Source: an optimization exercise on an open RTL-to-GDS flow (aim: small area). Production flows keep margins and buffers that such runs may drop. At most, simulation tests tie the RTL to the original design; equivalence was not proved. No driver is modelled on the clock port, so clocking that relies on it looks cheaper here than on a real chip. Power is estimated from default activity; no workload was simulated.

lagoon:
// rp_acq
module rp_acq (
    input clk,
    input rst_n,
    input [31:0] gpio_data,
    input [13:0] adc_dat_a_in,
    input ext_trig,
    output [7:0] led_o,
    output [31:0] BRAM_write_address,
    output [31:0] BRAM_write_data,
    output [3:0] BRAM_wren
);
For scale: about 1600 cells after synthesis, about 130 I/O pins, roughly 0.014 mm2 of cells after synthesis.
export LEC_CHECK = 0
export ABC_AREA = 1
export CAP_MARGIN = 20
export CORE_MARGIN = 2
export CORE_UTILIZATION = 40
export SLEW_MARGIN = 20
create_clock -name core_clock -period 8.0 [get_ports {clk}]
run.sh (not shown) runs the stock make flow with config.mk's settings and CLKGATE_MAP_FILE= SYNTH_SCRIPT=/design/flow/synth_recipe.tcl, a recipe that flattens the netlist after the stock synthesis.
> inputs changed (lagoon -> raven)
# lagoon
export LEC_CHECK = 0
export ABC_AREA = 1
export CAP_MARGIN = 20
export CORE_MARGIN = 2
export CORE_UTILIZATION = 40
export SLEW_MARGIN = 20
create_clock -name core_clock -period 8.0 [get_ports {clk}]
# raven
export LEC_CHECK = 0
export ABC_AREA = 1
export CAP_MARGIN = 20
export CORE_MARGIN = 2
export CORE_UTILIZATION = 65
export SLEW_MARGIN = 20
create_clock -name core_clock -period 8.0 [get_ports {clk}]
## What came out
raven did not stop at any stage, and its layout met the timing, design-rule and antenna checks.
lagoon -> raven: routability-driven placement congestion ratio increased slightly
Against lagoon, number of placement rows in raven fell by more than 10%.
Proportion of cell area occupied by multi-input gates up 0.76 points in raven wrt lagoon
Worst slack on hold paths: raven vs lagoon down 0.043 ns
For maple, these inputs were changed with respect to raven:
# raven
export LEC_CHECK = 0
export ABC_AREA = 1
export CAP_MARGIN = 20
export CORE_MARGIN = 2
export CORE_UTILIZATION = 65
export SLEW_MARGIN = 20
create_clock -name core_clock -period 8.0 [get_ports {clk}]
# maple
export LEC_CHECK = 0
export ABC_AREA = 1
export CAP_MARGIN = 20
export CORE_MARGIN = 2
export CORE_UTILIZATION = 40
export CTS_BUF_LIST = sky130_fd_sc_hd__clkbuf_8
export CTS_CLUSTER_DIAMETER = 60
export CTS_CLUSTER_SIZE = 40
export SLEW_MARGIN = 20
create_clock -name core_clock -period 8.0 [get_ports {clk}]
Results
In the flow results for raven and maple, the share of the clock period used by the worst path is larger on maple. Number of ordinary and repair buffers in the finished layout (lower): raven. Of maple and raven, it is maple that has the lower headroom to the max-slew limit.


run 1:
rp_acq, a different RTL version from the one above (not shown whole).
For scale: about 1200 cells after synthesis, roughly 0.012 mm^2 of cells after synthesis.
clock: 8.0 ns
lec_check: 0
abc_area: 1
cap_margin: 0
core_margin: 2
core_utilization: 40
gpl_timing_driven: 0
slew_margin: 0
standard.sh (not shown) runs the stock make flow with config.mk's settings and CLKGATE_MAP_FILE= SYNTH_SCRIPT=/design/flow/synth_recipe.tcl, a recipe that flattens the netlist after the stock synthesis.
==> flow/flow/run.sh <==
#!/bin/bash
# Own layout flow: the standard synthesis, then the combinational logic
# between the standard synthesis's registers and adder cells is re-mapped for
# area with ABC (registers, full and half adders and tie cells are kept as
# they are), then the standard layout with a minimum-size buffer on every
# port.  Each tool writes its full output to a log file in this folder.
set -euo pipefail
W=$PWD
F=$W/flow
R=$W/orfs/results/${FLOW_PLATFORM}/rp_acq/base
YOSYS=${FLOW_HOME}/../tools/install/yosys/bin/yosys
[ -x "$YOSYS" ] || YOSYS=yosys
LIB=${FLOW_HOME}/platforms/${FLOW_PLATFORM}/lib/sky130_fd_sc_hd__tt_025C_1v80.lib

bash standard.sh synth > $W/log_1_standard_synth.log 2>&1
cp $R/1_2_yosys.v $W/standard_synth.v

python3 $F/reopt.py $W/standard_synth.v $W/reopt_in.v > $W/log_2_reopt_py.log 2>&1
$YOSYS -p "read_liberty -lib $LIB; read_verilog $W/reopt_in.v; hierarchy -top ${FLOW_TOP}; opt -purge; techmap; opt -fast; abc -liberty $LIB -dont_use *probe* -dont_use *lpflow* -script $F/reopt.abc; opt_clean -purge; setundef -zero; hilomap -singleton -hicell sky130_fd_sc_hd__conb_1 HI -locell sky130_fd_sc_hd__conb_1 LO; splitnets; opt_clean -purge; check; stat -liberty $LIB; write_verilog -noattr -nohex -nodec $W/reopt_out.v" > $W/log_3_reopt_yosys.log 2>&1
cp $W/reopt_out.v $R/1_2_yosys.v

CTS="-sink_clustering_enable -repair_clock_nets -dont_use_dummy_load -buf_list sky130_fd_sc_hd__clkbuf_8 -sink_clustering_size 30 -sink_clustering_max_diameter 60"
bash standard.sh BUFFER_PORTS_ARGS="-buffer_cell sky130_fd_sc_hd__buf_1" CTS_ARGS="$CTS" finish > $W/log_4_standard_layout.log 2>&1
Other scripts of this flow, unchanged in this note and not shown: flow/flow/libfunc.py, flow/flow/reopt.abc, flow/flow/reopt.py
Run 1 | stages: all done | timing, DRC, antenna: all pass
[inputs] run 2 vs run 1
-- flow/flow/run.sh --
<<< run 1, line 21

CTS="-sink_clustering_enable -repair_clock_nets -dont_use_dummy_load -buf_list sky130_fd_sc_hd__clkbuf_8 -sink_clustering_size 30 -sink_clustering_max_diameter 60"
bash standard.sh BUFFER_PORTS_ARGS="-buffer_cell sky130_fd_sc_hd__buf_1" CTS_ARGS="$CTS" finish > $W/log_4_standard_layout.log 2>&1
>>> run 2, line 21

CTS="-sink_clustering_enable -repair_clock_nets -dont_use_dummy_load -buf_list sky130_fd_sc_hd__clkbuf_8 -sink_clustering_size 20 -sink_clustering_max_diameter 40"
bash standard.sh BUFFER_PORTS_ARGS="-buffer_cell sky130_fd_sc_hd__buf_1" CTS_ARGS="$CTS" finish > $W/log_4_standard_layout.log 2>&1
--- outcome ---
Result for run 2 and run 1: all clean
As far as path length in cells of the critical path goes, run 2 and run 1 are indistinguishable; the numbers are identical.
Run 1 and run 2 ended up with roughly the same full die area.
Diff run 1..run 2 | design area | unchanged
Reported for run 2 and run 1, post-route worst setup slack turned out identical to the last digit.
Compared run 2 against run 1; met2 track demand over resource in global routing within noise.
Run 2 vs. run 1: wire length saw little to no change, number of max-capacitance violations reported saw little to no change, post-route total power now sits at about the same level, pre-CTS setup slack comparable, width of the die closely matched the old numbers.
For clock edge transition at the registers on the reported setup and hold paths, run 2 and run 1 come out practically identical.
Inputs modified between run 2 and run 3:
- CAP_MARGIN changed from 0 to 20
- GPL_TIMING_DRIVEN removed (was 0)
- SLEW_MARGIN changed from 0 to 20
-- flow/flow/run.sh --
<<< run 2, line 21

CTS="-sink_clustering_enable -repair_clock_nets -dont_use_dummy_load -buf_list sky130_fd_sc_hd__clkbuf_8 -sink_clustering_size 20 -sink_clustering_max_diameter 40"
bash standard.sh BUFFER_PORTS_ARGS="-buffer_cell sky130_fd_sc_hd__buf_1" CTS_ARGS="$CTS" finish > $W/log_4_standard_layout.log 2>&1
>>> run 3, line 21

bash standard.sh BUFFER_PORTS_ARGS="-buffer_cell sky130_fd_sc_hd__buf_1" finish > $W/log_4_standard_layout.log 2>&1
==> comparison <==
Compared with run 2, run 3 shows a higher utilization. Sort run 3 and run 2 by antenna diode count desc -> top: run 2. Count of non-CTS buffers in the layout in run 3 vs run 2: up 47. Comparing the two runs side by side, run 3 comes out behind run 2 on worst setup slack. Via count of run 3 exceeds that of run 2 by a few percent. On run 3: peak clock frequency supported by timing is 0.54% lower than what run 2 gave. ph1[0] as the source of the critical timing path was reported by run 2, and ph1[3] by run 3.
Function was not checked in any run of this note: the RTL went through the layout flow alone.


## build 10
Another version of the RTL of rp_acq (not shown whole).
Size in the first run: ~1200 cells after synthesis.
==> flow/config.mk <==
export PLATFORM = sky130hd
export DESIGN_NAME = rp_acq
export DESIGN_NICKNAME = rp_acq
export VERILOG_FILES = /design/flow/design.v
export SDC_FILE = /design/flow/constraint.sdc
export NUM_CORES = 8
export LEC_CHECK = 0
export ABC_AREA = 1
export CAP_MARGIN = 0
export CORE_MARGIN = 2
export CORE_UTILIZATION = 40
export GPL_TIMING_DRIVEN = 0
export SLEW_MARGIN = 0
==> flow/constraint.sdc <==
create_clock -name core_clock -period 8.0 [get_ports {clk}]
set_input_delay 1.6000 -clock core_clock [delete_from_list [all_inputs] [get_ports {clk}]]
set_output_delay 1.6000 -clock core_clock [all_outputs]
set_load 0.01 [all_outputs]
==> flow/flow/run.sh <==
#!/bin/bash
# Own layout flow: the standard synthesis, then the combinational logic
# between the standard synthesis's registers and adder cells is re-mapped for
# area with ABC (registers, full and half adders and tie cells are kept as
# they are), then the standard layout with a minimum-size buffer on every
# port.  Each tool writes its full output to a log file in this folder.
set -euo pipefail
W=$PWD
F=$W/flow
R=$W/orfs/results/${FLOW_PLATFORM}/rp_acq/base
YOSYS=${FLOW_HOME}/../tools/install/yosys/bin/yosys
[ -x "$YOSYS" ] || YOSYS=yosys
LIB=${FLOW_HOME}/platforms/${FLOW_PLATFORM}/lib/sky130_fd_sc_hd__tt_025C_1v80.lib

bash standard.sh synth > $W/log_1_standard_synth.log 2>&1
cp $R/1_2_yosys.v $W/standard_synth.v

python3 $F/reopt.py $W/standard_synth.v $W/reopt_in.v > $W/log_2_reopt_py.log 2>&1
$YOSYS -p "read_liberty -lib $LIB; read_verilog $W/reopt_in.v; hierarchy -top ${FLOW_TOP}; opt -purge; techmap; opt -fast; abc -liberty $LIB -dont_use *probe* -dont_use *lpflow* -script $F/reopt.abc; opt_clean -purge; setundef -zero; hilomap -singleton -hicell sky130_fd_sc_hd__conb_1 HI -locell sky130_fd_sc_hd__conb_1 LO; splitnets; opt_clean -purge; check; stat -liberty $LIB; write_verilog -noattr -nohex -nodec $W/reopt_out.v" > $W/log_3_reopt_yosys.log 2>&1
cp $W/reopt_out.v $R/1_2_yosys.v

CTS="-sink_clustering_enable -repair_clock_nets -dont_use_dummy_load -buf_list {sky130_fd_sc_hd__clkbuf_4 sky130_fd_sc_hd__clkbuf_8 sky130_fd_sc_hd__clkbuf_16}"
bash standard.sh BUFFER_PORTS_ARGS="-buffer_cell sky130_fd_sc_hd__buf_1" CTS_ARGS="$CTS" finish > $W/log_4_standard_layout.log 2>&1
Other scripts of this flow, unchanged in this note and not shown: flow/flow/libfunc.py, flow/flow/reopt.abc, flow/flow/reopt.py
Input-level comparison between build 18 and build 10:
-- flow/flow/run.sh --
<<< build 10, line 21

CTS="-sink_clustering_enable -repair_clock_nets -dont_use_dummy_load -buf_list {sky130_fd_sc_hd__clkbuf_4 sky130_fd_sc_hd__clkbuf_8 sky130_fd_sc_hd__clkbuf_16}"
bash standard.sh BUFFER_PORTS_ARGS="-buffer_cell sky130_fd_sc_hd__buf_1" CTS_ARGS="$CTS" finish > $W/log_4_standard_layout.log 2>&1
>>> build 18, line 21

CTS="-sink_clustering_enable -repair_clock_nets -dont_use_dummy_load -buf_list sky130_fd_sc_hd__clkbuf_8 -sink_clustering_size 20 -sink_clustering_max_diameter 40"
MK=(BUFFER_PORTS_ARGS="-buffer_cell sky130_fd_sc_hd__buf_1" CTS_ARGS="$CTS")
bash standard.sh "${MK[@]}" cts > $W/log_4_standard_to_cts.log 2>&1
CTS_ODB=$R/4_cts.odb CTS_BIG=16 CTS_SMALL=8 openroad -no_init -exit $F/cts_resize.tcl > $W/log_5_cts_resize.log 2>&1
bash standard.sh "${MK[@]}" finish > $W/log_6_standard_layout.log 2>&1
==> flow/flow/cts_resize.tcl (new file) <==
# Size each clock tree buffer by the number of flip-flop clock pins it
# drives, so no clock pin sees a slow edge, then re-legalize the placement.
read_db $::env(CTS_ODB)
set block [ord::get_db_block]
set db [ord::get_db]
proc master {name} { return [[ord::get_db] findMaster $name] }
set changed 0
foreach inst [$block getInsts] {
  set m [[$inst getMaster] getName]
  if {![string match "sky130_fd_sc_hd__clkbuf_*" $m]} { continue }
  set out [$inst findITerm X]
  if {$out == "NULL"} { continue }
  set net [$out getNet]
  if {$net == "NULL" || [$net getSigType] != "CLOCK"} { continue }
  set ff 0
  set bufs 0
  foreach it [$net getITerms] {
    if {[$it isOutputSignal]} { continue }
    set mm [[$it getInst] getMaster]
    if {[string match "*clkbuf*" [$mm getName]]} { incr bufs } else { incr ff }
  }
  if {$bufs > 0} { continue }
  if {$ff >= $::env(CTS_BIG)} {
    set want sky130_fd_sc_hd__clkbuf_16
  } elseif {$ff <= $::env(CTS_SMALL)} {
    set want sky130_fd_sc_hd__clkbuf_4
  } else {
    set want sky130_fd_sc_hd__clkbuf_8
  }
  if {$want != $m} {
    puts "[$inst getName]: $ff flip-flops, $m -> $want"
    $inst swapMaster [master $want]
    incr changed
  }
}
puts "clock buffers resized: $changed"
detailed_placement
check_placement -verbose
write_db $::env(CTS_ODB)
## What came out
Both conditions hold for build 18: the flow ran to the end and the final layout passed the timing, design-rule and antenna checks.
Of build 18 and build 10, it is build 18 that has the lower leakage power total.
Worst-case hold slack, build 10 and build 18: lower on build 18
Sequential share of layout area is lower on build 10
Comparing worst max-slew margin expressed relative to the limit for build 10 and build 18, the smaller number came from build 10.
> inputs changed (build 18 -> build 82)
-- flow/flow/run.sh --
<<< build 18, line 21

CTS="-sink_clustering_enable -repair_clock_nets -dont_use_dummy_load -buf_list sky130_fd_sc_hd__clkbuf_8 -sink_clustering_size 20 -sink_clustering_max_diameter 40"
MK=(BUFFER_PORTS_ARGS="-buffer_cell sky130_fd_sc_hd__buf_1" CTS_ARGS="$CTS")
bash standard.sh "${MK[@]}" cts > $W/log_4_standard_to_cts.log 2>&1
CTS_ODB=$R/4_cts.odb CTS_BIG=16 CTS_SMALL=8 openroad -no_init -exit $F/cts_resize.tcl > $W/log_5_cts_resize.log 2>&1
bash standard.sh "${MK[@]}" finish > $W/log_6_standard_layout.log 2>&1
>>> build 82, line 21

CTS="-sink_clustering_enable -repair_clock_nets -dont_use_dummy_load -buf_list sky130_fd_sc_hd__clkbuf_16"
bash standard.sh BUFFER_PORTS_ARGS="-buffer_cell sky130_fd_sc_hd__buf_1" CTS_ARGS="$CTS" finish > $W/log_4_standard_layout.log 2>&1
removed: flow/flow/cts_resize.tcl
The wire length was comparable across build 18 and build 82. Build 82 -> build 18: pin count of the biggest net entering global routing flat. As of build 82, total power had risen by a few percent compared to build 18. Flip-flop and latch count essentially unchanged between build 18 and build 82.
Input changes introduced in build 49 (baseline for comparison: build 82):
-- flow/flow/run.sh --
<<< build 82, line 21

CTS="-sink_clustering_enable -repair_clock_nets -dont_use_dummy_load -buf_list sky130_fd_sc_hd__clkbuf_16"
bash standard.sh BUFFER_PORTS_ARGS="-buffer_cell sky130_fd_sc_hd__buf_1" CTS_ARGS="$CTS" finish > $W/log_4_standard_layout.log 2>&1
>>> build 49, line 21

CTS="-sink_clustering_enable -repair_clock_nets -dont_use_dummy_load -buf_list sky130_fd_sc_hd__clkbuf_8 -sink_clustering_size 20 -sink_clustering_max_diameter 40"
bash standard.sh BUFFER_PORTS_ARGS="-buffer_cell sky130_fd_sc_hd__buf_1" CTS_ARGS="$CTS" finish > $W/log_4_standard_layout.log 2>&1
Notes after the runs:
- Build 49: done, clean on timing, DRC and antenna
- Global-route total usage across every layer of build 49 is on par with build 82.
- The power number comes out lower for build 49 vs build 82.
- Wire length per cell after detailed routing: build 82 vs build 49 — no meaningful difference
For build 1, these inputs were changed with respect to build 49:
-- flow/flow/run.sh --
<<< build 49, line 21

CTS="-sink_clustering_enable -repair_clock_nets -dont_use_dummy_load -buf_list sky130_fd_sc_hd__clkbuf_8 -sink_clustering_size 20 -sink_clustering_max_diameter 40"
bash standard.sh BUFFER_PORTS_ARGS="-buffer_cell sky130_fd_sc_hd__buf_1" CTS_ARGS="$CTS" finish > $W/log_4_standard_layout.log 2>&1
>>> build 1, line 21

CTS="-sink_clustering_enable -repair_clock_nets -dont_use_dummy_load -buf_list \"sky130_fd_sc_hd__clkbuf_8 sky130_fd_sc_hd__clkbuf_16\""
bash standard.sh BUFFER_PORTS_ARGS="-buffer_cell sky130_fd_sc_hd__buf_1" CTS_ARGS="$CTS" finish > $W/log_4_standard_layout.log 2>&1
Results
Build 1 did not run to completion, as it errored out during clock tree synthesis (4_1_cts).
Build 1 against build 49: synthesized cell count shows no meaningful change; average cell area after synthesis shows no meaningful change; area of the mapped netlist shows no meaningful change; HPWL after detailed placement shows no meaningful change; top-level I/O count shows no meaningful change.
Looking at build 49 and build 1, the die span in y is a wash.
### build 1 -> build 9
-- flow/flow/run.sh --
<<< build 1, line 21

CTS="-sink_clustering_enable -repair_clock_nets -dont_use_dummy_load -buf_list \"sky130_fd_sc_hd__clkbuf_8 sky130_fd_sc_hd__clkbuf_16\""
bash standard.sh BUFFER_PORTS_ARGS="-buffer_cell sky130_fd_sc_hd__buf_1" CTS_ARGS="$CTS" finish > $W/log_4_standard_layout.log 2>&1
>>> build 9, line 21

CTS="-sink_clustering_enable -repair_clock_nets -dont_use_dummy_load -buf_list sky130_fd_sc_hd__clkbuf_8 -sink_clustering_size 10 -sink_clustering_max_diameter 30 -sink_clustering_levels 2"
bash standard.sh BUFFER_PORTS_ARGS="-buffer_cell sky130_fd_sc_hd__buf_1" CTS_ARGS="$CTS" finish > $W/log_4_standard_layout.log 2>&1
--- outcome ---
The remaining runs in build 9 and build 1 completed every stage, whereas build 1 halted early. Build 9 -> build 1: width of the die delta 0, exact match. As far as netlist area before placement goes, build 9 and build 1 are indistinguishable; the numbers are identical. Build 1 → build 9: number of top-level design ports barely changed, die extent in y held, synthesized instance count about even, count of placed standard cells including taps closely matched the old numbers, mean area per synthesized cell stayed essentially flat. Re last weighted congestion value of the routability-driven placer: no difference whatsoever between build 1 and build 9.

## re-timing with driven ports
In the flow no input, the clock included, has a driving cell. The finished layouts below were timed again as built, in two steps. Step 1 sets driving cells, clkbuf_16 on the clock port and buf_2 on the other inputs (assumed; they add their load-dependent delay and slew). Step 2 also shifts input and output timing later by t, the mid clock arrival at the registers, as if the neighbouring blocks saw the same clock. Three values: ideal ports, drivers, drivers and shift; two values: the first two.
| run | t (ns) | setup WS [ns] | hold slack, ns | latest minus earliest clock arrival (ns) | worst data-port slew with drivers (ns) |
|---|---|---|---|---|---|
| lagoon | 0.599 | 1.326 / 1.326 / 1.326 | 0.415 / 0.415 / 0.415 | 0.027 / 0.027 | 0.07 |
| raven | 0.552 | 1.388 / 1.387 / 1.387 | 0.372 / 0.372 / 0.372 | 0.025 / 0.024 | 0.07 |
| maple | 0.631 | 1.317 / 1.317 / 1.317 | 0.402 / 0.402 / 0.402 | 0.022 / 0.022 | 0.06 |
| run 1 | 0.523 | 0.427 / 0.427 / 0.427 | 0.366 / 0.366 / 0.366 | 0.064 / 0.064 | 0.07 |
| run 2 | 0.523 | 0.427 / 0.427 / 0.427 | 0.366 / 0.366 / 0.366 | 0.064 / 0.064 | 0.07 |
| run 3 | 0.495 | 0.386 / 0.386 / 0.386 | 0.356 / 0.356 / 0.356 | 0.022 / 0.022 | 0.06 |
| build 10 | 0.487 | 0.424 / 0.424 / 0.424 | 0.356 / 0.356 / 0.356 | 0.033 / 0.033 | 0.07 |
| build 18 | 0.533 | 0.404 / 0.404 / 0.404 | 0.323 / 0.323 / 0.323 | 0.030 / 0.030 | 0.07 |
| build 82 | 0.487 | 0.424 / 0.424 / 0.424 | 0.356 / 0.356 / 0.356 | 0.033 / 0.033 | 0.07 |
| build 49 | 0.524 | 0.404 / 0.404 / 0.404 | 0.361 / 0.361 / 0.361 | 0.051 / 0.050 | 0.07 |
| build 9 | 0.524 | 0.404 / 0.404 / 0.404 | 0.361 / 0.361 / 0.361 | 0.051 / 0.050 | 0.07 |
After both steps every run listed still meets setup and hold. The setup slack of raven, which loses most, moves by -0.001 ns with the drivers and by -0.001 ns with both steps.
